Context: an optimization exercise on an open-source flow, tuned for small area and a short achievable clock period. The choices shown serve that exercise and are no tape-out recipe. In this exercise RTL edits were held to simulation tests only and were not proved equivalent to the original. Power figures rest on the tool's default switching activity, not on a simulated workload.

$ cat flow/standard.sh
#!/bin/bash
# synth_recipe.tcl (not shown) runs the flow's synth.tcl, then flattens the netlist and writes it again
# the make line also repeats each setting of config.mk as NAME=value (left out here)
make -C /OpenROAD-flow-scripts/flow DESIGN_CONFIG=/design/flow/config.mk WORK_HOME=/design/flow/orfs CLKGATE_MAP_FILE= SYNTH_SCRIPT=/design/flow/synth_recipe.tcl "${@:-finish}"
$ cat flow/config.mk
export PLATFORM = sky130hd
export DESIGN_NAME = reduce_prime2r
export DESIGN_NICKNAME = reduce_prime2r
export VERILOG_FILES = /design/flow/design.v
export SDC_FILE = /design/flow/constraint.sdc
export NUM_CORES = 4
export LEC_CHECK = 0
export CAP_MARGIN = 20
export CORE_MARGIN = 2
export CORE_UTILIZATION = 40
export CTS_BUF_LIST = sky130_fd_sc_hd__clkbuf_4 sky130_fd_sc_hd__clkbuf_8
export SETUP_SLACK_MARGIN = 2.6
export SLEW_MARGIN = 20
export SYNTH_HIERARCHICAL = 1
$ cat flow/flow/run.sh
#!/bin/bash
set -euo pipefail
export BUFFER_PORTS_ARGS="-buffer_cell sky130_fd_sc_hd__buf_1"
bash standard.sh > standard_flow.log 2>&1
$ cat flow/design.v
module reduce_prime2r(
    input               clk,rst_n,
    input [69:0]        c,
    output reg [24:0]   res
    );
  wire n1;
  wire n2;
  wire n3;
  wire n4;
  wire n5;
  wire n6;
  wire n7;
  wire n8;
  wire n9;
  wire n10;
  wire n11;
  wire n12;
  wire n13;
  wire n14;
  wire n15;
  wire n16;
  wire n17;
  wire n18;
  wire n19;
  wire n20;
  wire n21;
  wire n22;
  wire n23;
  wire n24;
  wire n25;
  wire n26;
  wire n27;
  wire n28;
  wire n29;
  wire n30;
  wire n31;
  wire n32;
  wire n33;
  wire n34;
  wire n35;
  wire n36;
  wire n37;
  wire n38;
  wire n39;
  wire n40;
  wire n41;
  wire n42;
  wire n43;
  wire n44;
  wire n45;
  wire n46;
  wire n47;
  wire n48;
  wire n49;
  wire n50;
  wire n51;
  wire n52;
  wire n53;
  wire n54;
  wire n55;
  wire n56;
  wire n57;
  wire n58;
  wire n59;
  wire n60;
  wire n61;
  wire n62;
  wire n63;
  wire n64;
  wire n65;
  wire n66;
  wire n67;
  wire n68;
  wire n69;
  wire n70;
  wire n71;
  wire n72;
  wire n73;
  wire n74;
  wire n75;
  wire n76;
  wire n77;
  wire n78;
  wire n79;
  wire n80;
  wire n81;
  wire n82;
  wire n83;
  wire n84;
  wire n85;
  wire n86;
  wire n87;
  wire n88;
  wire n89;
  wire n90;
  wire n91;
  wire n92;
  wire n93;
  wire n94;
  wire n95;
  wire n96;
  wire n97;
  wire n98;
  wire n99;
  wire n100;
  wire n101;
  wire n102;
  wire n103;
  wire n104;
  wire n105;
  wire n106;
  wire n107;
  wire n108;
  wire n109;
  wire n110;
  wire n111;
  wire n112;
  wire n113;
  wire n114;
  wire n115;
  wire n116;
  wire n117;
  wire n118;
  wire n119;
  wire n120;
  wire n121;
  wire n122;
  wire n123;
  wire n124;
  wire n125;
  wire n126;
  wire n127;
  wire n128;
  wire n129;
  wire n130;
  wire n131;
  wire n132;
  wire n133;
  wire n134;
  wire n135;
  wire n136;
  wire n137;
  wire n138;
  wire n139;
  wire n140;
  wire n141;
  wire n142;
  wire n143;
  wire n144;
  wire n145;
  wire n146;
  wire n147;
  wire n148;
  wire n149;
  wire n150;
  wire n151;
  wire n152;
  wire n153;
  wire n154;
  wire n155;
  wire n156;
  wire n157;
  wire n158;
  wire n159;
  wire n160;
  wire n161;
  wire n162;
  wire n163;
  wire n164;
  wire n165;
  wire n166;
  wire n167;
  wire n168;
  wire n169;
  wire n170;
  wire n171;
  wire n172;
  wire n173;
  wire n174;
  wire n175;
  wire n176;
  wire n177;
  wire n178;
  wire n179;
  wire n180;
  wire n181;
  wire n182;
  wire n183;
  wire n184;
  wire n185;
  wire n186;
  wire n187;
  wire n188;
  wire n189;
  wire n190;
  wire n191;
  wire n192;
  wire n193;
  wire n194;
  wire n195;
  wire n196;
  wire n197;
  wire n198;
  wire n199;
  wire n200;
  wire n201;
  wire n202;
  wire n203;
  wire n204;
  wire n205;
  wire n206;
  wire n207;
  wire n208;
  wire n209;
  wire n210;
  wire n211;
  wire n212;
  wire n213;
  wire n214;
  wire n215;
  wire n216;
  wire n217;
  wire n218;
  wire n219;
  wire n220;
  wire n221;
  wire n222;
  wire n223;
  wire n224;
  wire n225;
  wire n226;
  wire n227;
  wire n228;
  wire n229;
  wire n230;
  wire n231;
  wire n232;
  wire n233;
  wire n234;
  wire n235;
  wire n236;
  wire n237;
  wire n238;
  wire n239;
  wire n240;
  wire n241;
  wire n242;
  wire n243;
  wire n244;
  wire n245;
  wire n246;
  wire n247;
  wire n248;
  wire n249;
  wire n250;
  wire n251;
  wire n252;
  wire n253;
  wire n254;
  wire n255;
  wire n256;
  wire n257;
  wire n258;
  wire n259;
  wire n260;
  wire n261;
  wire n262;
  wire n263;
  wire n264;
  wire n265;
  wire n266;
  wire n267;
  wire n268;
  wire n269;
  wire n270;
  wire n271;
  wire n272;
  wire n273;
  wire n274;
  wire n275;
  wire n276;
  wire n277;
  wire n278;
  wire n279;
  wire n280;
  wire n281;
  wire n282;
  wire n283;
  wire n284;
  wire n285;
  wire n286;
  wire n287;
  wire n288;
  wire n289;
  wire n290;
  wire n291;
  wire n292;
  wire n293;
  wire n294;
  wire n295;
  wire n296;
  wire n297;
  wire n298;
  wire n299;
  wire n300;
  wire n301;
  wire n302;
  wire n303;
  wire n304;
  wire n305;
  wire n306;
  wire n307;
  wire n308;
  wire n309;
  wire n310;
  wire n311;
  wire n312;
  wire n313;
  wire n314;
  assign n1 = ~c[30];
  fa_cell u_fa1 (.a(c[6]), .b(c[24]), .c(n1), .s(n2), .co(n3));
  assign n4 = ~c[31];
  fa_cell u_fa2 (.a(c[7]), .b(c[25]), .c(n4), .s(n5), .co(n6));
  assign n7 = ~c[32];
  fa_cell u_fa3 (.a(c[8]), .b(c[26]), .c(n7), .s(n8), .co(n9));
  assign n10 = ~c[33];
  fa_cell u_fa4 (.a(c[9]), .b(c[27]), .c(n10), .s(n11), .co(n12));
  assign n13 = ~c[34];
  fa_cell u_fa5 (.a(c[10]), .b(c[28]), .c(n13), .s(n14), .co(n15));
  assign n16 = ~c[35];
  fa_cell u_fa6 (.a(c[11]), .b(c[29]), .c(n16), .s(n17), .co(n18));
  assign n19 = ~c[36];
  fa_cell u_fa7 (.a(c[12]), .b(c[30]), .c(n19), .s(n20), .co(n21));
  assign n22 = ~c[37];
  fa_cell u_fa8 (.a(c[13]), .b(c[31]), .c(n22), .s(n23), .co(n24));
  assign n25 = ~c[38];
  fa_cell u_fa9 (.a(c[14]), .b(c[32]), .c(n25), .s(n26), .co(n27));
  assign n28 = ~c[39];
  fa_cell u_fa10 (.a(c[15]), .b(c[33]), .c(n28), .s(n29), .co(n30));
  assign n31 = ~c[40];
  fa_cell u_fa11 (.a(c[16]), .b(c[34]), .c(n31), .s(n32), .co(n33));
  assign n34 = ~c[41];
  fa_cell u_fa12 (.a(c[17]), .b(c[35]), .c(n34), .s(n35), .co(n36));
  assign n37 = ~c[42];
  fa_cell u_fa13 (.a(c[18]), .b(c[36]), .c(n37), .s(n38), .co(n39));
  assign n40 = ~c[43];
  fa_cell u_fa14 (.a(c[19]), .b(c[37]), .c(n40), .s(n41), .co(n42));
  assign n43 = ~c[44];
  fa_cell u_fa15 (.a(c[20]), .b(c[38]), .c(n43), .s(n44), .co(n45));
  assign n46 = ~c[45];
  fa_cell u_fa16 (.a(c[21]), .b(c[39]), .c(n46), .s(n47), .co(n48));
  assign n49 = ~c[46];
  fa_cell u_fa17 (.a(c[22]), .b(c[40]), .c(n49), .s(n50), .co(n51));
  assign n52 = ~c[47];
  fa_cell u_fa18 (.a(c[23]), .b(c[41]), .c(n52), .s(n53), .co(n54));
  assign n55 = c[0] ^ c[24];
  assign n56 = c[0] & ~c[24];
  assign n57 = ~c[48];
  fa_cell u_fa19 (.a(n57), .b(c[42]), .c(n55), .s(n58), .co(n59));
  assign n60 = ~c[25];
  fa_cell u_fa20 (.a(c[1]), .b(n60), .c(c[49]), .s(n61), .co(n62));
  fa_cell u_fa21 (.a(n40), .b(n56), .c(n61), .s(n63), .co(n64));
  assign n65 = ~c[26];
  fa_cell u_fa22 (.a(c[2]), .b(n65), .c(c[50]), .s(n66), .co(n67));
  fa_cell u_fa23 (.a(n43), .b(n62), .c(n66), .s(n68), .co(n69));
  assign n70 = ~c[27];
  fa_cell u_fa24 (.a(c[3]), .b(n70), .c(c[51]), .s(n71), .co(n72));
  fa_cell u_fa25 (.a(n46), .b(n67), .c(n71), .s(n73), .co(n74));
  assign n75 = ~c[28];
  fa_cell u_fa26 (.a(c[4]), .b(n75), .c(c[52]), .s(n76), .co(n77));
  fa_cell u_fa27 (.a(n49), .b(n72), .c(n76), .s(n78), .co(n79));
  assign n80 = ~c[29];
  fa_cell u_fa28 (.a(c[5]), .b(n80), .c(c[53]), .s(n81), .co(n82));
  fa_cell u_fa29 (.a(n52), .b(n77), .c(n81), .s(n83), .co(n84));
  assign n85 = c[54] ^ c[42];
  assign n86 = c[54] | c[42];
  fa_cell u_fa30 (.a(n2), .b(n54), .c(n82), .s(n87), .co(n88));
  assign n89 = ~n85;
  fa_cell u_fa31 (.a(n89), .b(n87), .c(n84), .s(n90), .co(n91));
  fa_cell u_fa32 (.a(n57), .b(c[55]), .c(c[43]), .s(n92), .co(n93));
  fa_cell u_fa33 (.a(n86), .b(n5), .c(n3), .s(n94), .co(n95));
  fa_cell u_fa34 (.a(n92), .b(n88), .c(n94), .s(n96), .co(n97));
  assign n98 = ~c[49];
  fa_cell u_fa35 (.a(n98), .b(c[56]), .c(c[44]), .s(n99), .co(n100));
  fa_cell u_fa36 (.a(n8), .b(n6), .c(n93), .s(n101), .co(n102));
  fa_cell u_fa37 (.a(n99), .b(n95), .c(n101), .s(n103), .co(n104));
  assign n105 = ~c[50];
  fa_cell u_fa38 (.a(n105), .b(c[57]), .c(c[45]), .s(n106), .co(n107));
  fa_cell u_fa39 (.a(n11), .b(n9), .c(n100), .s(n108), .co(n109));
  fa_cell u_fa40 (.a(n106), .b(n102), .c(n108), .s(n110), .co(n111));
  assign n112 = ~c[51];
  fa_cell u_fa41 (.a(n112), .b(c[58]), .c(c[46]), .s(n113), .co(n114));
  fa_cell u_fa42 (.a(n14), .b(n12), .c(n107), .s(n115), .co(n116));
  fa_cell u_fa43 (.a(n113), .b(n109), .c(n115), .s(n117), .co(n118));
  assign n119 = ~c[52];
  fa_cell u_fa44 (.a(n119), .b(c[59]), .c(c[47]), .s(n120), .co(n121));
  fa_cell u_fa45 (.a(n17), .b(n15), .c(n114), .s(n122), .co(n123));
  fa_cell u_fa46 (.a(n120), .b(n116), .c(n122), .s(n124), .co(n125));
  assign n126 = ~c[53];
  fa_cell u_fa47 (.a(c[48]), .b(n126), .c(c[60]), .s(n127), .co(n128));
  fa_cell u_fa48 (.a(n20), .b(n18), .c(n121), .s(n129), .co(n130));
  fa_cell u_fa49 (.a(n127), .b(n123), .c(n129), .s(n131), .co(n132));
  assign n133 = ~c[54];
  fa_cell u_fa50 (.a(c[49]), .b(n133), .c(c[61]), .s(n134), .co(n135));
  fa_cell u_fa51 (.a(n23), .b(n21), .c(n128), .s(n136), .co(n137));
  fa_cell u_fa52 (.a(n134), .b(n130), .c(n136), .s(n138), .co(n139));
  assign n140 = ~c[55];
  fa_cell u_fa53 (.a(c[50]), .b(n140), .c(c[62]), .s(n141), .co(n142));
  fa_cell u_fa54 (.a(n26), .b(n24), .c(n135), .s(n143), .co(n144));
  fa_cell u_fa55 (.a(n141), .b(n137), .c(n143), .s(n145), .co(n146));
  assign n147 = ~c[56];
  fa_cell u_fa56 (.a(c[51]), .b(n147), .c(c[63]), .s(n148), .co(n149));
  fa_cell u_fa57 (.a(n29), .b(n27), .c(n142), .s(n150), .co(n151));
  fa_cell u_fa58 (.a(n148), .b(n144), .c(n150), .s(n152), .co(n153));
  assign n154 = ~c[57];
  fa_cell u_fa59 (.a(c[52]), .b(n154), .c(c[64]), .s(n155), .co(n156));
  fa_cell u_fa60 (.a(n32), .b(n30), .c(n149), .s(n157), .co(n158));
  fa_cell u_fa61 (.a(n155), .b(n151), .c(n157), .s(n159), .co(n160));
  assign n161 = ~c[58];
  fa_cell u_fa62 (.a(c[53]), .b(n161), .c(c[65]), .s(n162), .co(n163));
  fa_cell u_fa63 (.a(n35), .b(n33), .c(n156), .s(n164), .co(n165));
  fa_cell u_fa64 (.a(n162), .b(n158), .c(n164), .s(n166), .co(n167));
  assign n168 = ~c[59];
  fa_cell u_fa65 (.a(c[54]), .b(n168), .c(c[66]), .s(n169), .co(n170));
  fa_cell u_fa66 (.a(n38), .b(n36), .c(n163), .s(n171), .co(n172));
  fa_cell u_fa67 (.a(n169), .b(n165), .c(n171), .s(n173), .co(n174));
  assign n175 = ~c[60];
  fa_cell u_fa68 (.a(c[55]), .b(n175), .c(c[67]), .s(n176), .co(n177));
  fa_cell u_fa69 (.a(n41), .b(n39), .c(n170), .s(n178), .co(n179));
  fa_cell u_fa70 (.a(n176), .b(n172), .c(n178), .s(n180), .co(n181));
  assign n182 = ~c[61];
  fa_cell u_fa71 (.a(c[56]), .b(n182), .c(c[68]), .s(n183), .co(n184));
  fa_cell u_fa72 (.a(n44), .b(n42), .c(n177), .s(n185), .co(n186));
  fa_cell u_fa73 (.a(n183), .b(n179), .c(n185), .s(n187), .co(n188));
  assign n189 = ~c[62];
  fa_cell u_fa74 (.a(c[57]), .b(n189), .c(c[69]), .s(n190), .co(n191));
  fa_cell u_fa75 (.a(n47), .b(n45), .c(n184), .s(n192), .co(n193));
  fa_cell u_fa76 (.a(n190), .b(n186), .c(n192), .s(n194), .co(n195));
  assign n196 = c[58] ^ c[63];
  assign n197 = c[58] & ~c[63];
  fa_cell u_fa77 (.a(n50), .b(n48), .c(n191), .s(n198), .co(n199));
  assign n200 = ~n196;
  fa_cell u_fa78 (.a(n200), .b(n193), .c(n198), .s(n201), .co(n202));
  assign n203 = c[59] ^ c[64];
  assign n204 = c[59] & ~c[64];
  fa_cell u_fa79 (.a(n197), .b(n53), .c(n51), .s(n205), .co(n206));
  assign n207 = ~n203;
  fa_cell u_fa80 (.a(n207), .b(n199), .c(n205), .s(n208), .co(n209));
  assign n210 = c[60] ^ c[65];
  assign n211 = n210;
  assign n212 = n204 ^ n211;
  assign n213 = n212 ^ n206;
  assign n214 = c[0] | ~c[24];
  assign n215 = c[1] & ~c[25];
  assign n216 = c[1] ^ ~c[25];
  assign n217 = c[2] & ~c[26];
  assign n218 = c[2] ^ ~c[26];
  assign n219 = c[3] & ~c[27];
  assign n220 = c[3] ^ ~c[27];
  assign n221 = c[4] & ~c[28];
  assign n222 = c[4] ^ ~c[28];
  assign n223 = c[5] & ~c[29];
  assign n224 = c[5] ^ ~c[29];
  assign n225 = n5 & n3;
  assign n226 = n5 ^ n3;
  assign n227 = n8 & n6;
  assign n228 = n8 ^ n6;
  assign n229 = n11 & n9;
  assign n230 = n11 ^ n9;
  assign n231 = n14 & n12;
  assign n232 = n14 ^ n12;
  assign n233 = n17 & n15;
  assign n234 = n17 ^ n15;
  assign n235 = n20 & n18;
  assign n236 = n20 ^ n18;
  assign n237 = n23 & n21;
  assign n238 = n23 ^ n21;
  assign n239 = n26 & n24;
  assign n240 = n26 ^ n24;
  assign n241 = n29 & n27;
  assign n242 = n29 ^ n27;
  assign n243 = n32 & n30;
  assign n244 = n32 ^ n30;
  assign n245 = n35 & n33;
  assign n246 = n35 ^ n33;
  assign n247 = n38 & n36;
  assign n248 = n38 ^ n36;
  assign n249 = n41 & n39;
  assign n250 = n41 ^ n39;
  assign n251 = n44 & n42;
  assign n252 = n44 ^ n42;
  assign n253 = n47 & n45;
  assign n254 = n47 ^ n45;
  assign n255 = n50 & n48;
  assign n256 = n50 ^ n48;
  assign n257 = n53 & n51;
  assign n258 = n53 ^ n51;
  assign n259 = n215 | (n216 & n214);
  assign n260 = n216 & 1'b1;
  assign n261 = n219 | (n220 & n217);
  assign n262 = n220 & n218;
  assign n263 = n223 | (n224 & n221);
  assign n264 = n224 & n222;
  assign n265 = n217 | (n218 & n259);
  assign n266 = n218 & n260;
  assign n267 = n261 | (n262 & n259);
  assign n268 = n262 & n260;
  assign n269 = n221 | (n222 & n267);
  assign n270 = n222 & n268;
  assign n271 = n263 | (n264 & n267);
  assign n272 = n264 & n268;
  assign n273 = n225 | (n226 & 1'b0);
  assign n274 = n226 & n2;
  assign n275 = n229 | (n230 & n227);
  assign n276 = n230 & n228;
  assign n277 = n233 | (n234 & n231);
  assign n278 = n234 & n232;
  assign n279 = n227 | (n228 & n273);
  assign n280 = n228 & n274;
  assign n281 = n275 | (n276 & n273);
  assign n282 = n276 & n274;
  assign n283 = n231 | (n232 & n281);
  assign n284 = n232 & n282;
  assign n285 = n277 | (n278 & n281);
  assign n286 = n278 & n282;
  assign n287 = n237 | (n238 & n235);
  assign n288 = n238 & n236;
  assign n289 = n241 | (n242 & n239);
  assign n290 = n242 & n240;
  assign n291 = n245 | (n246 & n243);
  assign n292 = n246 & n244;
  assign n293 = n239 | (n240 & n287);
  assign n294 = n240 & n288;
  assign n295 = n289 | (n290 & n287);
  assign n296 = n290 & n288;
  assign n297 = n243 | (n244 & n295);
  assign n298 = n244 & n296;
  assign n299 = n291 | (n292 & n295);
  assign n300 = n292 & n296;
  assign n301 = n249 | (n250 & n247);
  assign n302 = n250 & n248;
  assign n303 = n253 | (n254 & n251);
  assign n304 = n254 & n252;
  assign n305 = n257 | (n258 & n255);
  assign n306 = n258 & n256;
  assign n307 = n251 | (n252 & n301);
  assign n308 = n252 & n302;
  assign n309 = n303 | (n304 & n301);
  assign n310 = n304 & n302;
  assign n311 = n255 | (n256 & n309);
  assign n312 = n256 & n310;
  assign n313 = n305 | (n306 & n309);
  assign n314 = n306 & n310;
  wire [24:0] wa = {n209, n202, n195, n188, n181, n174, n167, n160, n153, n146, n139, n132, n125, n118, n111, n104, n97, n91, n90, n79, n74, n69, n64, n59, n54};
  wire [24:0] wb = {n213, n208, n201, n194, n187, n180, n173, n166, n159, n152, n145, n138, n131, n124, n117, n110, n103, n96, 1'b0, n83, n78, n73, n68, n63, n58};
  wire wdg0 = n271;
  wire wdg1 = n285;
  wire wdp1 = n286;
  wire wdg2 = n299;
  wire wdp2 = n300;
  wire wdg3 = n313;
  wire wdp3 = n314;
  reg [24:0] ra, rb;
  reg rdg0, rdg1, rdp1, rdg2, rdp2, rdg3, rdp3;
  always @(posedge clk) begin
    ra <= wa; rb <= wb; rdg0 <= wdg0; rdg1 <= wdg1; rdp1 <= wdp1; rdg2 <= wdg2; rdp2 <= wdp2; rdg3 <= wdg3; rdp3 <= wdp3;
  end
  wire m1;
  wire m2;
  wire m3;
  wire m4;
  wire m5;
  wire m6;
  wire m7;
  wire m8;
  wire m9;
  wire m10;
  wire m11;
  wire m12;
  wire m13;
  wire m14;
  wire m15;
  wire m16;
  wire m17;
  wire m18;
  wire m19;
  wire m20;
  wire m21;
  wire m22;
  wire m23;
  wire m24;
  wire m25;
  wire m26;
  wire m27;
  wire m28;
  wire m29;
  wire m30;
  wire m31;
  wire m32;
  wire m33;
  wire m34;
  wire m35;
  wire m36;
  wire m37;
  wire m38;
  wire m39;
  wire m40;
  wire m41;
  wire m42;
  wire m43;
  wire m44;
  wire m45;
  wire m46;
  wire m47;
  wire m48;
  wire m49;
  wire m50;
  wire m51;
  wire m52;
  wire m53;
  wire m54;
  wire m55;
  wire m56;
  wire m57;
  wire m58;
  wire m59;
  wire m60;
  wire m61;
  wire m62;
  wire m63;
  wire m64;
  wire m65;
  wire m66;
  wire m67;
  wire m68;
  wire m69;
  wire m70;
  wire m71;
  wire m72;
  wire m73;
  wire m74;
  wire m75;
  wire m76;
  wire m77;
  wire m78;
  wire m79;
  wire m80;
  wire m81;
  wire m82;
  wire m83;
  wire m84;
  wire m85;
  wire m86;
  wire m87;
  wire m88;
  wire m89;
  wire m90;
  wire m91;
  wire m92;
  wire m93;
  wire m94;
  wire m95;
  wire m96;
  wire m97;
  wire m98;
  wire m99;
  wire m100;
  wire m101;
  wire m102;
  wire m103;
  wire m104;
  wire m105;
  wire m106;
  wire m107;
  wire m108;
  wire m109;
  wire m110;
  wire m111;
  wire m112;
  wire m113;
  wire m114;
  wire m115;
  wire m116;
  wire m117;
  wire m118;
  wire m119;
  wire m120;
  wire m121;
  wire m122;
  wire m123;
  wire m124;
  wire m125;
  wire m126;
  wire m127;
  wire m128;
  wire m129;
  wire m130;
  wire m131;
  wire m132;
  wire m133;
  wire m134;
  wire m135;
  wire m136;
  wire m137;
  wire m138;
  wire m139;
  wire m140;
  wire m141;
  wire m142;
  wire m143;
  wire m144;
  wire m145;
  wire m146;
  wire m147;
  wire m148;
  wire m149;
  wire m150;
  wire m151;
  wire m152;
  wire m153;
  wire m154;
  wire m155;
  wire m156;
  wire m157;
  wire m158;
  wire m159;
  wire m160;
  wire m161;
  wire m162;
  wire m163;
  wire m164;
  wire m165;
  wire m166;
  wire m167;
  wire m168;
  wire m169;
  wire m170;
  wire m171;
  wire m172;
  wire m173;
  wire m174;
  wire m175;
  wire m176;
  wire m177;
  wire m178;
  assign m1 = (rdg3 | (rdp3 & (rdg2 | (rdp2 & (rdg1 | (rdp1 & rdg0))))));
  assign m2 = ~ra[0] ^ ~rb[0];
  assign m3 = ~ra[0] & ~rb[0];
  assign m4 = ~ra[1] ^ rb[1];
  assign m5 = ~ra[1] & rb[1];
  assign m6 = ra[2] ^ rb[2];
  assign m7 = ra[2] & rb[2];
  assign m8 = ra[3] ^ rb[3];
  assign m9 = ra[3] & rb[3];
  assign m10 = ra[4] ^ rb[4];
  assign m11 = ra[4] & rb[4];
  assign m12 = ra[5] ^ rb[5];
  assign m13 = ra[5] & rb[5];
  assign m14 = ra[7] ^ rb[7];
  assign m15 = ra[7] & rb[7];
  assign m16 = ra[8] ^ rb[8];
  assign m17 = ra[8] & rb[8];
  assign m18 = ra[9] ^ rb[9];
  assign m19 = ra[9] & rb[9];
  assign m20 = ra[10] ^ rb[10];
  assign m21 = ra[10] & rb[10];
  assign m22 = ra[11] ^ rb[11];
  assign m23 = ra[11] & rb[11];
  assign m24 = ra[12] ^ rb[12];
  assign m25 = ra[12] & rb[12];
  assign m26 = ra[13] ^ rb[13];
  assign m27 = ra[13] & rb[13];
  assign m28 = ra[14] ^ rb[14];
  assign m29 = ra[14] & rb[14];
  assign m30 = ra[15] ^ rb[15];
  assign m31 = ra[15] & rb[15];
  assign m32 = ra[16] ^ rb[16];
  assign m33 = ra[16] & rb[16];
  assign m34 = ra[17] ^ rb[17];
  assign m35 = ra[17] & rb[17];
  assign m36 = ra[18] ^ rb[18];
  assign m37 = ra[18] & rb[18];
  assign m38 = ra[19] ^ rb[19];
  assign m39 = ra[19] & rb[19];
  assign m40 = ra[20] ^ rb[20];
  assign m41 = ra[20] & rb[20];
  assign m42 = ra[21] ^ rb[21];
  assign m43 = ra[21] & rb[21];
  assign m44 = ra[22] ^ rb[22];
  assign m45 = ra[22] & rb[22];
  assign m46 = ra[23] ^ rb[23];
  assign m47 = ra[23] & rb[23];
  assign m48 = m5 | (m4 & m3);
  assign m49 = m4 & m2;
  assign m50 = m9 | (m8 & m7);
  assign m51 = m8 & m6;
  assign m52 = m13 | (m12 & m11);
  assign m53 = m12 & m10;
  assign m54 = m7 | (m6 & m48);
  assign m55 = m6 & m49;
  assign m56 = m50 | (m51 & m48);
  assign m57 = m51 & m49;
  assign m58 = m11 | (m10 & m56);
  assign m59 = m10 & m57;
  assign m60 = m52 | (m53 & m56);
  assign m61 = m53 & m57;
  assign m62 = m3 | (m2 & ~m1);
  assign m63 = m48 | (m49 & ~m1);
  assign m64 = m54 | (m55 & ~m1);
  assign m65 = m56 | (m57 & ~m1);
  assign m66 = m58 | (m59 & ~m1);
  assign m67 = m60 | (m61 & ~m1);
  assign m68 = ra[6] | m60;
  assign m69 = ra[6] & (m60 | m61);
  assign m70 = m1 ? m68 : m69;
  assign m71 = m17 | (m16 & m15);
  assign m72 = m16 & m14;
  assign m73 = m21 | (m20 & m19);
  assign m74 = m20 & m18;
  assign m75 = m25 | (m24 & m23);
  assign m76 = m24 & m22;
  assign m77 = m29 | (m28 & m27);
  assign m78 = m28 & m26;
  assign m79 = m33 | (m32 & m31);
  assign m80 = m32 & m30;
  assign m81 = m37 | (m36 & m35);
  assign m82 = m36 & m34;
  assign m83 = m41 | (m40 & m39);
  assign m84 = m40 & m38;
  assign m85 = m45 | (m44 & m43);
  assign m86 = m44 & m42;
  assign m87 = m19 | (m18 & m71);
  assign m88 = m18 & m72;
  assign m89 = m73 | (m74 & m71);
  assign m90 = m74 & m72;
  assign m91 = m27 | (m26 & m75);
  assign m92 = m26 & m76;
  assign m93 = m77 | (m78 & m75);
  assign m94 = m78 & m76;
  assign m95 = m35 | (m34 & m79);
  assign m96 = m34 & m80;
  assign m97 = m81 | (m82 & m79);
  assign m98 = m82 & m80;
  assign m99 = m43 | (m42 & m83);
  assign m100 = m42 & m84;
  assign m101 = m85 | (m86 & m83);
  assign m102 = m86 & m84;
  assign m103 = m23 | (m22 & m89);
  assign m104 = m22 & m90;
  assign m105 = m75 | (m76 & m89);
  assign m106 = m76 & m90;
  assign m107 = m91 | (m92 & m89);
  assign m108 = m92 & m90;
  assign m109 = m93 | (m94 & m89);
  assign m110 = m94 & m90;
  assign m111 = m39 | (m38 & m97);
  assign m112 = m38 & m98;
  assign m113 = m83 | (m84 & m97);
  assign m114 = m84 & m98;
  assign m115 = m99 | (m100 & m97);
  assign m116 = m100 & m98;
  assign m117 = m101 | (m102 & m97);
  assign m118 = m102 & m98;
  assign m119 = m31 | (m30 & m109);
  assign m120 = m30 & m110;
  assign m121 = m79 | (m80 & m109);
  assign m122 = m80 & m110;
  assign m123 = m95 | (m96 & m109);
  assign m124 = m96 & m110;
  assign m125 = m97 | (m98 & m109);
  assign m126 = m98 & m110;
  assign m127 = m111 | (m112 & m109);
  assign m128 = m112 & m110;
  assign m129 = m113 | (m114 & m109);
  assign m130 = m114 & m110;
  assign m131 = m115 | (m116 & m109);
  assign m132 = m116 & m110;
  assign m133 = m117 | (m118 & m109);
  assign m134 = m118 & m110;
  assign m135 = m47 | (m46 & m133);
  assign m136 = m46 & m134;
  assign m137 = m15 | (m14 & m70);
  assign m138 = m71 | (m72 & m70);
  assign m139 = m87 | (m88 & m70);
  assign m140 = m89 | (m90 & m70);
  assign m141 = m103 | (m104 & m70);
  assign m142 = m105 | (m106 & m70);
  assign m143 = m107 | (m108 & m70);
  assign m144 = m109 | (m110 & m70);
  assign m145 = m119 | (m120 & m70);
  assign m146 = m121 | (m122 & m70);
  assign m147 = m123 | (m124 & m70);
  assign m148 = m125 | (m126 & m70);
  assign m149 = m127 | (m128 & m70);
  assign m150 = m129 | (m130 & m70);
  assign m151 = m131 | (m132 & m70);
  assign m152 = m133 | (m134 & m70);
  assign m153 = m135 | (m136 & m70);
  assign m154 = m2 ^ ~m1;
  assign m155 = m4 ^ m62;
  assign m156 = m6 ^ m63;
  assign m157 = m8 ^ m64;
  assign m158 = m10 ^ m65;
  assign m159 = m12 ^ m66;
  assign m160 = ra[6] ^ m1 ^ m67;
  assign m161 = m14 ^ m70;
  assign m162 = m16 ^ m137;
  assign m163 = m18 ^ m138;
  assign m164 = m20 ^ m139;
  assign m165 = m22 ^ m140;
  assign m166 = m24 ^ m141;
  assign m167 = m26 ^ m142;
  assign m168 = m28 ^ m143;
  assign m169 = m30 ^ m144;
  assign m170 = m32 ^ m145;
  assign m171 = m34 ^ m146;
  assign m172 = m36 ^ m147;
  assign m173 = m38 ^ m148;
  assign m174 = m40 ^ m149;
  assign m175 = m42 ^ m150;
  assign m176 = m44 ^ m151;
  assign m177 = m46 ^ m152;
  assign m178 = ra[24] ^ rb[24] ^ m1 ^ m153;
  wire [24:0] sum = {m178, m177, m176, m175, m174, m173, m172, m171, m170, m169, m168, m167, m166, m165, m164, m163, m162, m161, m160, m159, m158, m157, m156, m155, m154};
  always @(posedge clk or negedge rst_n)
    if (!rst_n) res <= 25'd0;
    else res <= sum;
endmodule
module fa_cell(input a, b, c, output s, co);
  assign s = a ^ b ^ c;
  assign co = (a & b) | (a & c) | (b & c);
endmodule
$ cat flow/constraint.sdc
create_clock -name core_clock -period 5.3 [get_ports {clk}]
set_input_delay 1.0600 -clock core_clock [delete_from_list [all_inputs] [get_ports {clk}]]
set_output_delay 1.0600 -clock core_clock [all_outputs]
set_load 0.01 [all_outputs]
==> key figures, run 1 <==
Power
  – Max VDD drop: around 150 uV
  – PwrDens: 488.6 nW/um^2
  – Leakage: between 2 and 3 nW

Worst setup path
  – WS Path Type: input pin to flip-flop
  – Max FO, Critical Path: 2
  – Crit start category: input pin
  – Worst EP required: between 5000 and 6000 ps
  – CP Capture Type: flip-flop
  – Crit path DAT: between 2000 and 3000 ps

Clocking
  – Clock sinks: roughly 80
  – H-tree levels: 3
  – Worst skew pair latency: 360 ps
  – TritonCTS buffer count: 9
  – Longest Clk Path Bufs: 2
  – Clock Pin Slew Worst Setup and Hold Paths: 80 ps
  – CTS tree: yes
  – Clock Tree Root: clkbuf_8
  – Hold Buf Count CTS: 0

Logic synthesis
  – Mapped Nets: 650
  – Post-synth top area share: around 31%
  – Ranking of synthesized cells by area: fa_1 (31%), dfxtp_1 (21%), dfrtp_1 (12%)
  – Primary FF master, synth: dfxtp_1
  – Ys Warns: 7
  – Async SR Flop Fraction: between 30% and 40%
  – Yosys cell types: between 40 and 50
  – Avg Cell Area, Syn: roughly 12 um^2
  – Post-synth top area cell: fa_1
  – Synthesized flop and latch total: 81
  – Synthesized area: between 5000 and 6000 um^2
  – Sequential share of the synthesized area: approximately 33%
  – Post-Synthesis Cells: approximately 450
  – Post-synth EDFFs: 0

Job
  – MaxCap Viol Count: 0

Routing
  – Final WL: about 12000 um
  – WL met2: 5781 um
  – Wire length on met1: between 5000 and 6000 um
  – Via density: roughly 4.7
  – Routed len/inst: ~16 um
  – # DRC: 0
  – Max Used Layer: met4
  – TritonRoute pass-1 iters: 4
  – Routed met3 length: 649 um
  – Initial drt markers: 79
  – Via count: 3475
  – Antenna Violating Nets Remaining: 0

STA
  – Slew @ Worst Pin: about 540 ps
  – Max Fclk: roughly 380 MHz
  – Max-slew violations: 0
  – RSZ-0062 raised after global routing: true
  – Final setup viols: 0
  – Final Critical Period: 2651 ps
  – Final Cycle Share: 50.02%
  – Sum of negative setup slack: 0 ps
  – Max transition margin: between 60% and 70%
  – Final hold violation count: 0
  – Clock skew: around 5.8 ps
  – Fin Hold WS: just under 600 ps

Die
  – Row cnt: between 40 and 50
  – CORE AREA: between 10000 and 15000 um^2
  – Die area: 14310 um^2
  – Chip height: 119.6 um
  – Top-level I/O count: a little under 100
  – Die X: ~120 um
  – Initial core utilization: between 40% and 50%

Final layout
  – Antenna Diode Count: 0
  – Top flop regs: ra x25, res x25, rb x24
  – Layout overhead on the synthesized area: 14.97%
  – # nets final: approximately 760
  – Share of layout cells above drive strength 1: under 10%
  – Fillers: 1246

Hold path
  – Worst Hold Class: flip-flop to flip-flop

Placed design
  – GPL Wtd Cong: roughly 0.86
  – Buffers on Ports: 96
  – DP Wirelength: between 10000 and 15000 um

Global route
  – First-pass GRT wire length: 19140 um
  – Total congestion overflow: 0
  – Vias in the first global route: 3711
  – Initial antenna violation count: 0
  – GR Util All Layers: ~18%
  – Pin count of the biggest net entering global routing: 26

Status
  – Outcome: finished clean
==> modules after synthesis, one instance, submodules excluded <==
module | flip-flops and latches | area (um^2) | cells inside
fa_cell | 0 | 20.02 | 1
reduce_prime2r | 81 | 3747 | 366
==> worst max-delay path: stages <==
cell,delay [ps]
buf_1,160
inv_1,160
fa_1,510
fa_1,580
fa_1,420
==> power by group <==
group / internal [W] / switching, W / leakage, nW
Combinational: 0.000663 / 0.000876 / 1.87
Sequential: 0.000875 / 0.0000846 / 0.762
Clock: 0.000283 / 0.000223 / 0.117
Total: 0.00182 / 0.00118 / 2.75
==> metal layers <==
layer | up-vias | global-route usage, %
met4 | 0 | 5.882
met3 | 12 | 3.707
li1 | 1677 | -
met2 | 97 | 29.25
met5 | - | 0
met1 | 1689 | 23.47
==> stage by stage <==
step,std cells,total power (W),worst slack [ps],area [um^2],util (%)
3_5_place_dp,717,0.002513,2269,5922,45.08
2_1_floorplan,446,0.002094,2601,5349,-
5_1_grt,733,0.003271,2588,6150,46.81
6_report,733,0.003005,2649,6150,46.81
3_3_place_gp,717,0.002462,2312,5922,45.08
4_1_cts,733,0.003027,2654,6146,46.78
==> cell usage in the layout, fill, tap and decap left out, types with 2 or more instances in the layout <==
| cell | n |
|---|---|
| inv_1 | 66 |
| clkinv_2 | 2 |
| nor2_1 | 13 |
| xor2_1 | 7 |
| o311ai_0 | 2 |
| nand4b_1 | 2 |
| a21oi_1 | 23 |
| clkbuf_2 | 3 |
| dfxtp_1 | 56 |
| bufinv_16 | 2 |
| nand2b_1 | 7 |
| dfrtp_1 | 25 |
| xnor2_1 | 15 |
| and2_1 | 3 |
| a21o_1 | 8 |
| nor3_1 | 3 |
| nand3_1 | 6 |
| clkbuf_8 | 10 |
| ha_1 | 50 |
| a31oi_1 | 2 |
| nor2b_1 | 5 |
| a311o_1 | 2 |
| nand4_1 | 5 |
| o21ai_0 | 12 |
| o21ai_1 | 4 |
| fa_1 | 82 |
| and4_1 | 3 |
| or3_1 | 2 |
| o311ai_1 | 2 |
| nand2_1 | 16 |
| o21bai_1 | 3 |
| buf_1 | 93 |
==> kinds of logic (layout without fill, tap and decap cells) <==
logic type                 Yosys count  count (layout)  share of synthesized area, %
AOI/OAI and AO/OA                   69              69                         8.702
xor gates and xnor gates            22              22                         3.602
adders and majority gates          132             132                         42.39
buffers and inverters               69             180                         4.982
DFF                                 81              81                         32.66
and+or+nand+nor                     73              73                         7.673
==> cells in the mapped netlist, types with 2 or more instances <==
library cell and number:
fa_1 82, inv_1 67, dfxtp_1 56, ha_1 50, dfrtp_1 25, a21oi_1 23
nand2_1 16, xnor2_1 15, nor2_1 13, o21ai_0 12, a21o_1 8, nand2b_1 7
xor2_1 7, nand3_1 6, nand4_1 5, nor2b_1 5, o21ai_1 4, and2_1 3
and4_1 3, nor3_1 3, o21bai_1 3, a311o_1 2, a31oi_1 2, nand4b_1 2
o311ai_0 2, o311ai_1 2, or3_1 2
==> final timing paths <==
check / depth (start not counted) / slack [ps] / from / end
setup / recovery: 5 / 2650 / c[44] / rb[20]
hold / removal: 2 / 590 / rb[0] / res[0]
setup reg to reg: 8 / 2960 / ra[8] / res[24]
hold reg to reg: 2 / 590 / rb[0] / res[0]
max in group asynchronous: 2 / 4390 / rst_n / res[24]
min in group asynchronous: 2 / 670 / rst_n / res[0]
==> area by class of cell <==
type,count,area (um^2),share of cell area (%)
clock inverter,5,78.83,1.282
multi-input combinational,296,3336,54.24
tap,176,220.2,3.581
timing repair buffer,97,371.6,6.043
inverter,67,251.5,4.090
sequential,81,1747,28.40
clock buffer,11,145.1,2.360
==> what timing repair did <==
action                     4_1_cts  5_1_grt
setup buffers                    0        0
hold endpoints to repair         0        0
setup endpoints to repair        0        3
gates resized for setup          0        4
==> run 2: changes to the inputs <==
--- a/flow/config.mk
+++ b/flow/config.mk
@@ -9,6 +9,6 @@
 export CORE_MARGIN = 2
 export CORE_UTILIZATION = 40
 export CTS_BUF_LIST = sky130_fd_sc_hd__clkbuf_4 sky130_fd_sc_hd__clkbuf_8
-export SETUP_SLACK_MARGIN = 2.6
+export SETUP_SLACK_MARGIN = 2.8
 export SLEW_MARGIN = 20
 export SYNTH_HIERARCHICAL = 1
==> run 2 against run 1 <==
Net effect:
- first-iteration DRC count rose by 57%
- count of clock-buffer cells in the layout decreased by 2
- still clean
- sequential share of layout area down 1.2 points
- die area is the same
- highest routed layer unchanged
==> key figures, run 2 <==
Status
  – Outcome: finished clean

Die
  – CORE AREA: 13140 um^2 (unchanged)
  – Initial core utilization: 40.71% (unchanged)
  – Row cnt: 42 (unchanged)
  – Chip height: 119.6 um (unchanged)
  – Die X: 119.6 um (unchanged)
  – Top-level I/O count: 97 (unchanged)
  – Die area: 14310 um^2 (unchanged)

STA
  – Clock skew: 7.942 ps (+2.105 ps)
  – Max Fclk: 398.0 MHz (+5.5%)
  – Max transition margin: 63.23% (-0.50 points)
  – Final setup viols: 0 (unchanged)
  – Final Critical Period: 2512 ps (-138.9 ps)
  – Max-slew violations: 0 (unchanged)
  – RSZ-0062 raised after global routing: true
  – Sum of negative setup slack: 0 ps (unchanged)
  – Fin Hold WS: 562.1 ps (-25.01 ps)
  – Final Cycle Share: 47.40% (-2.6 points)
  – Slew @ Worst Pin: 547.4 ps (+7.473 ps)
  – Final hold violation count: 0 (unchanged)

Clocking
  – H-tree levels: 3 (unchanged)
  – Longest Clk Path Bufs: 2 (unchanged)
  – Worst skew pair latency: 360 ps (about the same)
  – CTS tree: yes
  – Clock Tree Root: clkbuf_8
  – Clock sinks: 81 (unchanged)
  – TritonCTS buffer count: 9 (unchanged)
  – Clock Pin Slew Worst Setup and Hold Paths: 80 ps (about the same)

Logic synthesis
  – Synthesized area: 5349 um^2 (unchanged)
  – Mux share of post-synthesis cell area: 0% (unchanged)
  – Post-synth top area share: 30.69% (unchanged)
  – Post-synth EDFFs: 0 (unchanged)
  – Primary FF master, synth: dfxtp_1
  – Synth Area in XOR/XNOR: 3.602% (unchanged)
  – Post-synthesis simple-gate area fraction: 7.673% (unchanged)
  – Main combinational cell family by area after synthesis: adder cells
  – Async SR Flop Fraction: 30.86% (unchanged)
  – Synth Area in Compound Gates: 8.702% (unchanged)
  – Mapped Nets: 650 (unchanged)
  – Most numerous cell in the Yosys netlist: fa_1
  – Post-synth top area cell: fa_1
  – Commonest cells in the netlist: fa_1 (82), inv_1 (67), dfxtp_1 (56)
  – Yosys cell types: 48 (unchanged)
  – Synth Area in Adders: 42.39% (unchanged)
  – Sequential share of the synthesized area: 32.65% (unchanged)
  – Avg Cell Area, Syn: 11.99 um^2 (unchanged)
  – Ys Warns: 7 (unchanged)
  – Synthesized flop and latch total: 81 (unchanged)
  – Post-Synthesis Cells: 446 (unchanged)
  – Ranking of synthesized cells by area: fa_1 (31%), dfxtp_1 (21%), dfrtp_1 (12%)

Placed design
  – DP Wirelength: 10560 um (+0.70%)
  – Cells after DPL: 717 (unchanged)
  – Buffers on Ports: 96 (unchanged)
  – GPL Wtd Cong: 0.8649 (+0.84%)

Power
  – Sw Ratio: 39.67% (+0.27 points)
  – Seq pwr share: 31.3% (-0.6 points)
  – Internal power: 0.001840 W (+1.0%)
  – Clock share of power: 16.1% (-0.7 points)
  – Switching power: 0.001210 W (+2.2%)
  – PwrDens: 475.5 nW/um^2 (-2.7%)
  – Comb pwr share: 52.6% (+1.4 points)
  – Leakage: 2.838 nW (+3.4%)
  – Max VDD drop: 142.0 uV (-7.2%)

Final layout
  – # nets final: 760 (+0.53%)
  – Fillers: 1243 (-0.24%)
  – Commonest non-fill, non-tap cell in the layout: buf_1
  – Antenna Diode Count: 0 (unchanged)
  – Layout overhead on the synthesized area: 19.88%
  – Commonest cells after routing, fill and taps aside: buf_1 (60), dfxtp_1 (56), inv_1 (55)
  – Share of layout cells above drive strength 1: 20.86% (+15 points)
  – Multi-input gate area: 3455 um^2 (+3.6%)
  – Sequential Area: 1747 um^2 (unchanged)
  – Top flop regs: ra x25, res x25, rb x24
  – Finished Layout Cells: 737 (+0.55%)

Global route
  – Vias in the first global route: 3748 (+1.0%)
  – First-pass GRT wire length: 19550 um (+2.2%)
  – Pin count of the biggest net entering global routing: 26 (unchanged)
  – GR Util All Layers: 18.25% (+0.49 points)
  – Initial antenna violation count: 0 (unchanged)
  – Total congestion overflow: 0 (unchanged)

Hold path
  – Hold Path End: res[6]
  – Hold path cells: 1 (-1)
  – Worst Hold Class: flip-flop to flip-flop
  – Hold_sp: ra[6]

Worst setup path
  – Worst EP required: 5610 ps (+80 ps)
  – FF-to-FF path depth: 9 (+1)
  – CP Capture Type: flip-flop
  – Crit path DAT: 2820 ps (-70 ps)
  – Critical R2R Launch: ra[1]
  – FF-to-FF End: res[23]
  – Max FO, Critical Path: 2 (unchanged)
  – WS Path Type: input pin to flip-flop
  – Crit start category: input pin
  – Worst R2R Setup Slack: 2950 ps (about the same)

Routing
  – Final WL: 12420 um (+4.6%)
  – Initial drt markers: 124 (+57%)
  – Routed len/inst: 16.85 um (+4.1%)
  – # DRC: 0 (unchanged)
  – Via count: 3485 (+0.29%)
  – TritonRoute pass-1 iters: 4 (unchanged)
  – Via density: 4.729 (-0.26%)
  – Antenna Violating Nets Remaining: 0 (unchanged)

Job
  – MaxCap Viol Count: 0 (unchanged)
==> run 2: what timing repair did <==
action,in CTS,in global routing
pin swaps,6,22
resized for setup,38,51
setup endpoints to repair,24,15
hold buffers,0,0
buffers inserted,0,4
==> run 2: critical path: stages <==
cell	delay [ps]
buf_6	110
inv_4	60
fa_1	450
fa_1	550
fa_2	590
==> run 2: kinds of logic after synthesis <==
logic type,Yosys count
AOI/OAI and AO/OA,69
xor gates and xnor gates,22
adders and majority gates,132
buffers and inverters,69
DFF,81
and+or+nand+nor,73
==> run 2: how the worst max path moves through the flow <==
stage	start	slack, ps	end
finish	c[45]	2790	rb[21]
global route	c[42]	2750	rdg3
CTS	c[57]	2750	rb[17]
detailed placement	c[57]	2180	rb[17]
global placement	c[57]	2240	rb[17]
floorplan	c[19]	2670	rb[19]
==> run 2: metrics by stage <==
step / util (%) / setup WS [ps] / area [um^2] / power, W
after floorplan: - / 2671 / 5406 / 0.002105
after global placement: 45.51 / 2240 / 5979 / 0.002472
after detailed placement: 45.51 / 2182 / 5979 / 0.002532
after CTS: 47.59 / 2752 / 6252 / 0.003040
after global routing: 48.81 / 2750 / 6412 / 0.003320
final: 48.81 / 2788 / 6412 / 0.003049
==> run 2: power by group through the flow <==
stage	registers, W	clock network [W]	logic [W]
floorplan	0.00101	0	0.00110
global placement	0.000975	0	0.00150
detailed placement	0.000971	0	0.00156
CTS	0.000956	0.000503	0.00158
global route	0.000978	0.000529	0.00181
finish	0.000955	0.000490	0.00160
==> run 2: Yosys stat by module (local to each module, per instance) <==
module	cell area (um^2)	copies in the design	cells inside
reduce_prime2r	3747	1	366
fa_cell	20.02	80	1
==> run 2: layout make-up <==
cell class	count	area share [%]
multi-input combinational	296	53.87
sequential	81	27.24
timing repair buffer	101	8.117
inverter	67	4.078
tap	176	3.434
clock buffer	9	1.932
clock inverter	7	1.327
==> run 2: per-layer routing <==
layer	GRT usage, %	routed length [um]	up-vias
li1	-	-	1683
met1	24.31	5406	1672
met2	29.61	6115	114
met3	2.757	663	16
met4	8.162	234	0
met5	0	0	-
==> run 3: changes to the inputs <==
--- a/flow/config.mk
+++ b/flow/config.mk
@@ -7,7 +7,7 @@
 export LEC_CHECK = 0
 export CAP_MARGIN = 20
 export CORE_MARGIN = 2
-export CORE_UTILIZATION = 40
+export CORE_UTILIZATION = 60
 export CTS_BUF_LIST = sky130_fd_sc_hd__clkbuf_4 sky130_fd_sc_hd__clkbuf_8
 export SETUP_SLACK_MARGIN = 2.8
 export SLEW_MARGIN = 20
==> run 3 against run 2 <==
Net effect:
- design area shrank 1.3%
- sequential share of layout area rose by 0.37 points
- fmax is essentially flat
- routed wire length fell by 7.8%
- register-to-register slack got worse by 60 ps
- setup slack worse by 1.1 ps
- non-clock buffer count up 1
- total power increased by 0.13%
- die area is 32% lower
- clock power rose by 3%
- still clean on timing, DRC and antenna
- flip-flop and latch count unchanged
==> key figures, run 3 <==
Final layout
  – Top flop regs: ra x25, res x25, rb x24
  – Antenna Diode Count: 0 (unchanged)
  – Commonest non-fill, non-tap cell in the layout: buf_1
  – Fillers: 614 (-51%)
  – Commonest cells after routing, fill and taps aside: buf_1 (63), inv_1 (56), dfxtp_1 (56)
  – # nets final: 761 (+0.13%)
  – Finished Layout Cells: 670 (-9.1%)
  – Layout overhead on the synthesized area: 18.29%
  – Share of layout cells above drive strength 1: 20.46% (-0.39 points)

Clocking
  – Clock Tree Root: clkbuf_8
  – CTS tree: yes
  – H-tree levels: 3 (unchanged)
  – Longest Clk Path Bufs: 2 (unchanged)
  – Worst skew pair latency: 350 ps (about the same)
  – Clock sinks: 81 (unchanged)
  – TritonCTS buffer count: 9 (unchanged)
  – Clock Pin Slew Worst Setup and Hold Paths: 80 ps (about the same)

STA
  – Max Fclk: 397.9 MHz (about the same)
  – RSZ-0062 raised after global routing: true
  – Final hold violation count: 0 (unchanged)
  – Clock skew: 11.42 ps (+3.475 ps)
  – Max transition margin: 72.39% (+9.2 points)
  – Final Critical Period: 2513 ps (+1.070 ps)
  – Slew @ Worst Pin: 409.0 ps (-138.4 ps)
  – Fin worst setup slack: 2787 ps (-1.070 ps)
  – Max-slew violations: 0 (unchanged)
  – Final setup viols: 0 (unchanged)
  – Sum of negative setup slack: 0 ps (unchanged)
  – Final Cycle Share: 47.42% (about the same)

Worst setup path
  – Worst path cell trace: buf_2 > inv_2 > fa_1 > fa_1 > fa_2
  – Most frequent CP cell: fa_1
  – CP peak stage delay: 520 ps (-70 ps)
  – Crit start category: input pin
  – FF-to-FF path depth: 8 (-1)
  – CP Capture Type: flip-flop
  – Buf/Inv on CP: 2 (unchanged)
  – Slowest CP cell: fa_1
  – Max FO, Critical Path: 2 (unchanged)
  – WS Path Type: input pin to flip-flop
  – Critical R2R Launch: ra[4]
  – Crit path DAT: 2720 ps (-100 ps)
  – Top delay family on crit path: adder cells
  – FF-to-FF End: res[23]
  – Worst EP required: 5510 ps (-100 ps)
  – Worst R2R Setup Slack: 2890 ps (-60 ps)

Power
  – Seq pwr share: 31.5% (+0.2 points)
  – Leakage: 2.829 nW (-0.31%)
  – Internal power: 0.001858 W (+0.96%)
  – Max VDD drop: 184.1 uV (+30%)
  – PwrDens: 482.6 nW/um^2 (+1.5%)
  – Clock share of power: 16.6% (+0.5 points)
  – Switching power: 0.001196 W (-1.1%)
  – Comb pwr share: 52.0% (-0.6 points)
  – Sw Ratio: 39.17% (-0.50 points)

Hold path
  – Worst Hold Class: flip-flop to flip-flop
  – Hold Path End: res[6]
  – Hold path cells: 1 (unchanged)
  – Hold_sp: ra[6]

Placed design
  – DP Wirelength: 9703 um (-8.1%)
  – Buffers on Ports: 96 (unchanged)
  – Cells after DPL: 649 (-9.5%)
  – GPL Wtd Cong: 0.9613 (+11%)
  – Pre-CTS setup slack: 2244 ps (+61.60 ps)

Die
  – Die area: 9687 um^2 (-32%)
  – Initial core utilization: 61.63% (+21 points)
  – Row cnt: 34 (-19%)
  – CORE AREA: 8678 um^2 (-34%)
  – Die X: 98.42 um (-18%)
  – Top-level I/O count: 97 (unchanged)
  – Chip height: 98.42 um (-18%)

Job
  – MaxCap Viol Count: 0 (unchanged)

Status
  – Outcome: finished clean

Routing
  – Via count: 3490 (+0.14%)
  – Initial drt markers: 121 (-2.4%)
  – Antenna Violating Nets Remaining: 0 (unchanged)
  – Final WL: 11460 um (-7.8%)
  – Routed len/inst: 17.10 um (+1.5%)
  – Via density: 5.209 (+10%)
  – TritonRoute pass-1 iters: 4 (unchanged)
  – # DRC: 0 (unchanged)

Logic synthesis
  – Post-synth EDFFs: 0 (unchanged)
  – Async SR Flop Fraction: 30.86% (unchanged)
  – Most numerous cell in the Yosys netlist: fa_1
  – Post-synth top area share: 30.69% (unchanged)
  – Yosys cell types: 48 (unchanged)
  – Ranking of synthesized cells by area: fa_1 (31%), dfxtp_1 (21%), dfrtp_1 (12%)
  – Mapped Nets: 650 (unchanged)
  – Avg Cell Area, Syn: 11.99 um^2 (unchanged)
  – Ys Warns: 7 (unchanged)
  – Sequential share of the synthesized area: 32.65% (unchanged)
  – Post-Synthesis Cells: 446 (unchanged)
  – Post-synth top area cell: fa_1
  – Primary FF master, synth: dfxtp_1
  – Synthesized flop and latch total: 81 (unchanged)
  – Synthesized area: 5349 um^2 (unchanged)
  – Commonest cells in the netlist: fa_1 (82), inv_1 (67), dfxtp_1 (56)

Global route
  – First-pass GRT wire length: 18310 um (-6.4%)
  – Total congestion overflow: 0 (unchanged)
  – Initial antenna violation count: 0 (unchanged)
  – Pin count of the biggest net entering global routing: 26 (unchanged)
  – Vias in the first global route: 3690 (-1.5%)
  – GR Util All Layers: 24.90% (+6.7 points)
## run 3: cell counts after synthesis
Identical to the previous run, type by type.
## run 3: worst max-delay path by stage
| stage | endpoint | from | cells after the start |
|---|---|---|---|
| floorplan | rb[19] | c[19] | 3 |
| global placement | rb[17] | c[57] | 5 |
| detailed placement | rb[17] | c[57] | 5 |
| CTS | rb[17] | c[57] | 5 |
| global route | rdg3 | c[43] | 10 |
| finish | rb[22] | c[46] | 5 |
## run 3: layout make-up
cell class | instances | area, um^2 | share of cell area, %
clock buffers | 10 | 137.6 | 2.175
flip-flops and latches | 81 | 1747 | 27.61
repair buffers | 102 | 499.2 | 7.890
multi-input cells | 296 | 3452 | 54.56
well taps | 108 | 135.1 | 2.136
inverters | 67 | 266.5 | 4.212
clock inverters | 6 | 90.09 | 1.424
## run 3: kinds of logic (layout without fill, tap and decap cells)
group | after synthesis | count (layout) | synth area share [%]
simple gates | 73 | 73 | 7.673
compound gates | 69 | 69 | 8.702
fa+ha+maj | 132 | 132 | 42.39
xor+xnor | 22 | 22 | 3.602
flops | 81 | 81 | 32.66
buf+inv | 69 | 185 | 4.982
## run 3: power groups by stage
stage	clock, W	sequential (W)	combinational, W
6_report	0.000506	0.000960	0.00159
5_1_grt	0.000544	0.000981	0.00179
4_1_cts	0.000520	0.000961	0.00156
3_5_place_dp	0	0.000975	0.00153
3_3_place_gp	0	0.000974	0.00149
2_1_floorplan	0	0.00101	0.00110
## run 3: through the flow
| stage | hold slack (ps) | util [%] | area (um^2) | power, W |
|---|---|---|---|---|
| 4_1_cts | 556.1 | 71.42 | 6198 | 0.003040 |
| 6_report | 566.4 | 72.91 | 6327 | 0.003053 |
| 3_5_place_dp | 554.5 | 67.92 | 5894 | 0.002509 |
| 2_1_floorplan | 486.9 | - | 5406 | 0.002105 |
| 3_3_place_gp | 566.1 | 67.92 | 5894 | 0.002463 |
| 5_1_grt | 595.1 | 72.91 | 6327 | 0.003313 |
## run 3: modules after synthesis, one instance, submodules excluded
module	times used	cells
fa_cell	80	1
reduce_prime2r	1	366
## run 3: timing repair
action | CTS | global route
setup buffers | 1 | 4
hold buffers | 0 | 0
gates resized for setup | 38 | 42
pin swaps | 11 | 23
setup endpoints to repair | 24 | 20
## run 3: per-layer routing
layer / part of all wire (%) / wire [um] / track usage (%)
met5: 0 / 0 / 0
met4: 1.3 / 151 / 5.901
met3: 4.5 / 515 / 3.759
met2: 49 / 5589 / 42.07
met1: 45 / 5201 / 34.49
==> run 4: changes to the inputs <==
--- a/flow/config.mk
+++ b/flow/config.mk
@@ -9,6 +9,7 @@
 export CORE_MARGIN = 2
 export CORE_UTILIZATION = 60
 export CTS_BUF_LIST = sky130_fd_sc_hd__clkbuf_4 sky130_fd_sc_hd__clkbuf_8
+export PLACE_DENSITY = 0.75
 export SETUP_SLACK_MARGIN = 2.8
 export SLEW_MARGIN = 20
 export SYNTH_HIERARCHICAL = 1
==> run 4 against run 3 <==
Net effect:
- count of clock-buffer cells in the layout is 3 higher
- routed wire length increased by 1.0%
- still clean on timing, DRC and antenna
- core utilization shrank 0.69 points
- critical endpoint is now rdg3
- total power shrank 1.2%
- highest routed layer unchanged
==> key figures, run 4 <==
Placed design
  – Buffers on Ports: 96 (unchanged)
  – DP Wirelength: 9717 um (+0.15%)
  – GPL Wtd Cong: 0.8992 (-6.5%)

Clocking
  – Hold Buf Count CTS: 0 (unchanged)
  – Clock sinks: 81 (unchanged)
  – Clock Pin Slew Worst Setup and Hold Paths: 80 ps (about the same)
  – Clock Tree Root: clkbuf_8
  – H-tree levels: 3 (unchanged)
  – CTS tree: yes
  – Longest Clk Path Bufs: 2 (unchanged)
  – TritonCTS buffer count: 9 (unchanged)
  – Worst skew pair latency: 350 ps (about the same)

Logic synthesis
  – Avg Cell Area, Syn: 11.99 um^2 (unchanged)
  – Mapped Nets: 650 (unchanged)
  – Post-Synthesis Cells: 446 (unchanged)
  – Ranking of synthesized cells by area: fa_1 (31%), dfxtp_1 (21%), dfrtp_1 (12%)
  – Post-synth EDFFs: 0 (unchanged)
  – Sequential share of the synthesized area: 32.65% (unchanged)
  – Most numerous cell in the Yosys netlist: fa_1
  – Yosys cell types: 48 (unchanged)
  – Commonest cells in the netlist: fa_1 (82), inv_1 (67), dfxtp_1 (56)
  – Synthesized flop and latch total: 81 (unchanged)
  – Primary FF master, synth: dfxtp_1
  – Post-synth top area cell: fa_1
  – Async SR Flop Fraction: 30.86% (unchanged)
  – Synthesized area: 5349 um^2 (unchanged)
  – Ys Warns: 7 (unchanged)
  – Post-synth top area share: 30.69% (unchanged)

Final layout
  – Commonest non-fill, non-tap cell in the layout: buf_1
  – Layout overhead on the synthesized area: 17.17%
  – # nets final: 759 (-0.26%)
  – Commonest cells after routing, fill and taps aside: buf_1 (65), inv_1 (58), dfxtp_1 (56)
  – Antenna Diode Count: 0 (unchanged)
  – Share of layout cells above drive strength 1: 19.64% (-0.82 points)
  – Top flop regs: ra x25, res x25, rb x24

STA
  – Max Fclk: 397.5 MHz (about the same)
  – Final hold violation count: 0 (unchanged)
  – Clock skew: 9.046 ps (-2.371 ps)
  – RSZ-0062 raised after global routing: true
  – Max-slew violations: 0 (unchanged)
  – Final Cycle Share: 47.46% (about the same)
  – Final Critical Period: 2516 ps (+2.290 ps)
  – Final setup viols: 0 (unchanged)
  – Fin Hold WS: 581.1 ps (+14.64 ps)
  – Sum of negative setup slack: 0 ps (unchanged)
  – Slew @ Worst Pin: 406.5 ps (-2.479 ps)
  – Max transition margin: 72.55% (+0.17 points)

Worst setup path
  – Max FO, Critical Path: 2 (unchanged)
  – CP Capture Type: flip-flop
  – Crit path DAT: 2750 ps (+30 ps)
  – Most frequent CP cell: a21o_1
  – WS Path Type: input pin to flip-flop
  – Crit start category: input pin
  – Worst path cell trace: buf_4 > fa_2 > ha_4 > a21o_1 > a21o_1 > a21oi_2 > nor2b_1 > o21ai_1 > nand2b_1
  – Slowest CP cell: fa_2
  – Worst EP required: 5530 ps (+20 ps)
  – FF-to-FF path depth: 8 (unchanged)
  – CP peak stage delay: 610 ps (+90 ps)

Power
  – PwrDens: 481.4 nW/um^2 (-0.25%)
  – Leakage: 2.798 nW (-1.1%)
  – Max VDD drop: 198.4 uV (+7.8%)

Status
  – Outcome: finished clean

Routing
  – Final WL: 11580 um (+1.0%)
  – Routed len/inst: 17.33 um (+1.3%)
  – Via count: 3590 (+2.9%)
  – # DRC: 0 (unchanged)
  – Via density: 5.374 (+3.2%)
  – Antenna Violating Nets Remaining: 0 (unchanged)
  – TritonRoute pass-1 iters: 4 (unchanged)
  – Initial drt markers: 161 (+33%)

Global route
  – GR Util All Layers: 25.59% (+0.69 points)
  – Initial antenna violation count: 0 (unchanged)
  – Vias in the first global route: 3769 (+2.1%)
  – Pin count of the biggest net entering global routing: 26 (unchanged)
  – Total congestion overflow: 0 (unchanged)
  – First-pass GRT wire length: 18770 um (+2.6%)

Die
  – Die area: 9687 um^2 (unchanged)
  – Die X: 98.42 um (unchanged)
  – CORE AREA: 8678 um^2 (unchanged)
  – Row cnt: 34 (unchanged)
  – Initial core utilization: 61.63% (unchanged)
  – Chip height: 98.42 um (unchanged)
  – Top-level I/O count: 97 (unchanged)

Hold path
  – Worst Hold Class: flip-flop to flip-flop
  – Hold path cells: 1 (unchanged)

Job
  – MaxCap Viol Count: 0 (unchanged)
run 4: power by group:
group          switching, W  internal [W]  total (W)
sequential        0.0000838      0.000875   0.000959
combinational      0.000897      0.000696    0.00159
clock              0.000218      0.000246   0.000464
total               0.00120       0.00182    0.00302
run 4: worst paths after layout:
| check | from | to | slack [ps] |
|---|---|---|---|
| worst max-delay path | c[37] | rdg3 | 2780 |
| worst min-delay path | ra[6] | res[6] | 580 |
| worst max register to register | ra[4] | res[23] | 2900 |
| worst min register to register | ra[6] | res[6] | 580 |
| max in group asynchronous | rst_n | res[9] | 4380 |
| min in group asynchronous | rst_n | res[4] | 680 |
run 4: logic make-up after synthesis:
logic type | synth area share, %
flip-flops | 32.66
adder cells (fa/ha/maj) | 42.39
AO/OA/AOI/OAI | 8.702
XOR/XNOR | 3.602
AND/OR/NAND/NOR | 7.673
buffers and inverters | 4.982
run 4: layout make-up:
type | instances | area (um^2)
fillers | 629 | 2411
repair buffers | 100 | 461.7
flip-flops and latches | 81 | 1747
multi-input cells | 296 | 3462
clock inverters | 3 | 42.54
well taps | 108 | 135.1
inverters | 67 | 259.0
clock buffers | 13 | 160.2
run 4: through the flow:
| step | area (um^2) | worst slack (ps) | utilization [%] | total power (W) | cells |
|---|---|---|---|---|---|
| final | 6267 | 2784 | 72.22 | 0.003017 | 668 |
| after global routing | 6267 | 2760 | 72.22 | 0.003280 | 668 |
| after CTS | 6167 | 2756 | 71.06 | 0.003002 | 666 |
| after detailed placement | 5894 | 2210 | 67.92 | 0.002521 | 649 |
| after global placement | 5894 | 2243 | 67.92 | 0.002435 | 649 |
| after floorplan | 5406 | 2671 | - | 0.002105 | 446 |
run 4: routing by layer:
metal  global-route usage, %  part of all wire (%)
met1                   35.72                    43
met2                   42.44                    50
met3                   3.404                   5.1
met4                   7.798                   1.2
met5                       0                     0
run 4: modules after synthesis, one instance, submodules excluded:
module | times used | cells
reduce_prime2r | 1 | 366
fa_cell | 80 | 1
run 4: critical path: cells and delay by family:
family	cells	cell delay, ps
compound gates	4	610
fa+ha+maj	2	820
buf+inv	1	130
simple gates	2	140
run 4: repair_timing:
action / 4_1_cts / 5_1_grt
resized for setup: 33 / 35
setup buffers: 1 / 2
endpoints found under the setup margin: 23 / 19
hold endpoints to repair: 0 / 0
pin swaps: 12 / 14
cloned: 0 / 0

## what the ideal ports hide
No port has a modelled driver above. Below, the same layouts with a new extraction and two added sets of constraints. Step 1, drivers: a clkbuf_16 drives clk and a buf_2 each remaining input, both assumed. Step 2 times the ports against the registers' clock, not the clock port: input delays grow and output delays shrink by t, the midpoint of the rising clock arrivals with the driver on. a / b / c = ideal / step 1 / step 2; a / b = the first two.
run	t, ns	slack for setup (ns)	hold slack, ns
run 1	0.389	2.649 / 2.661 / 2.272	0.587 / 0.587 / 0.587
run 2	0.395	2.788 / 2.777 / 2.382	0.562 / 0.562 / 0.562
run 3	0.372	2.787 / 2.788 / 2.416	0.566 / 0.566 / 0.566
run 4	0.380	2.784 / 2.798 / 2.418	0.581 / 0.581 / 0.581
After both steps setup and hold are still met in every run listed. For run 2, which loses most, drivers alone change the setup slack by -0.011 ns; drivers and shift together by -0.406 ns.
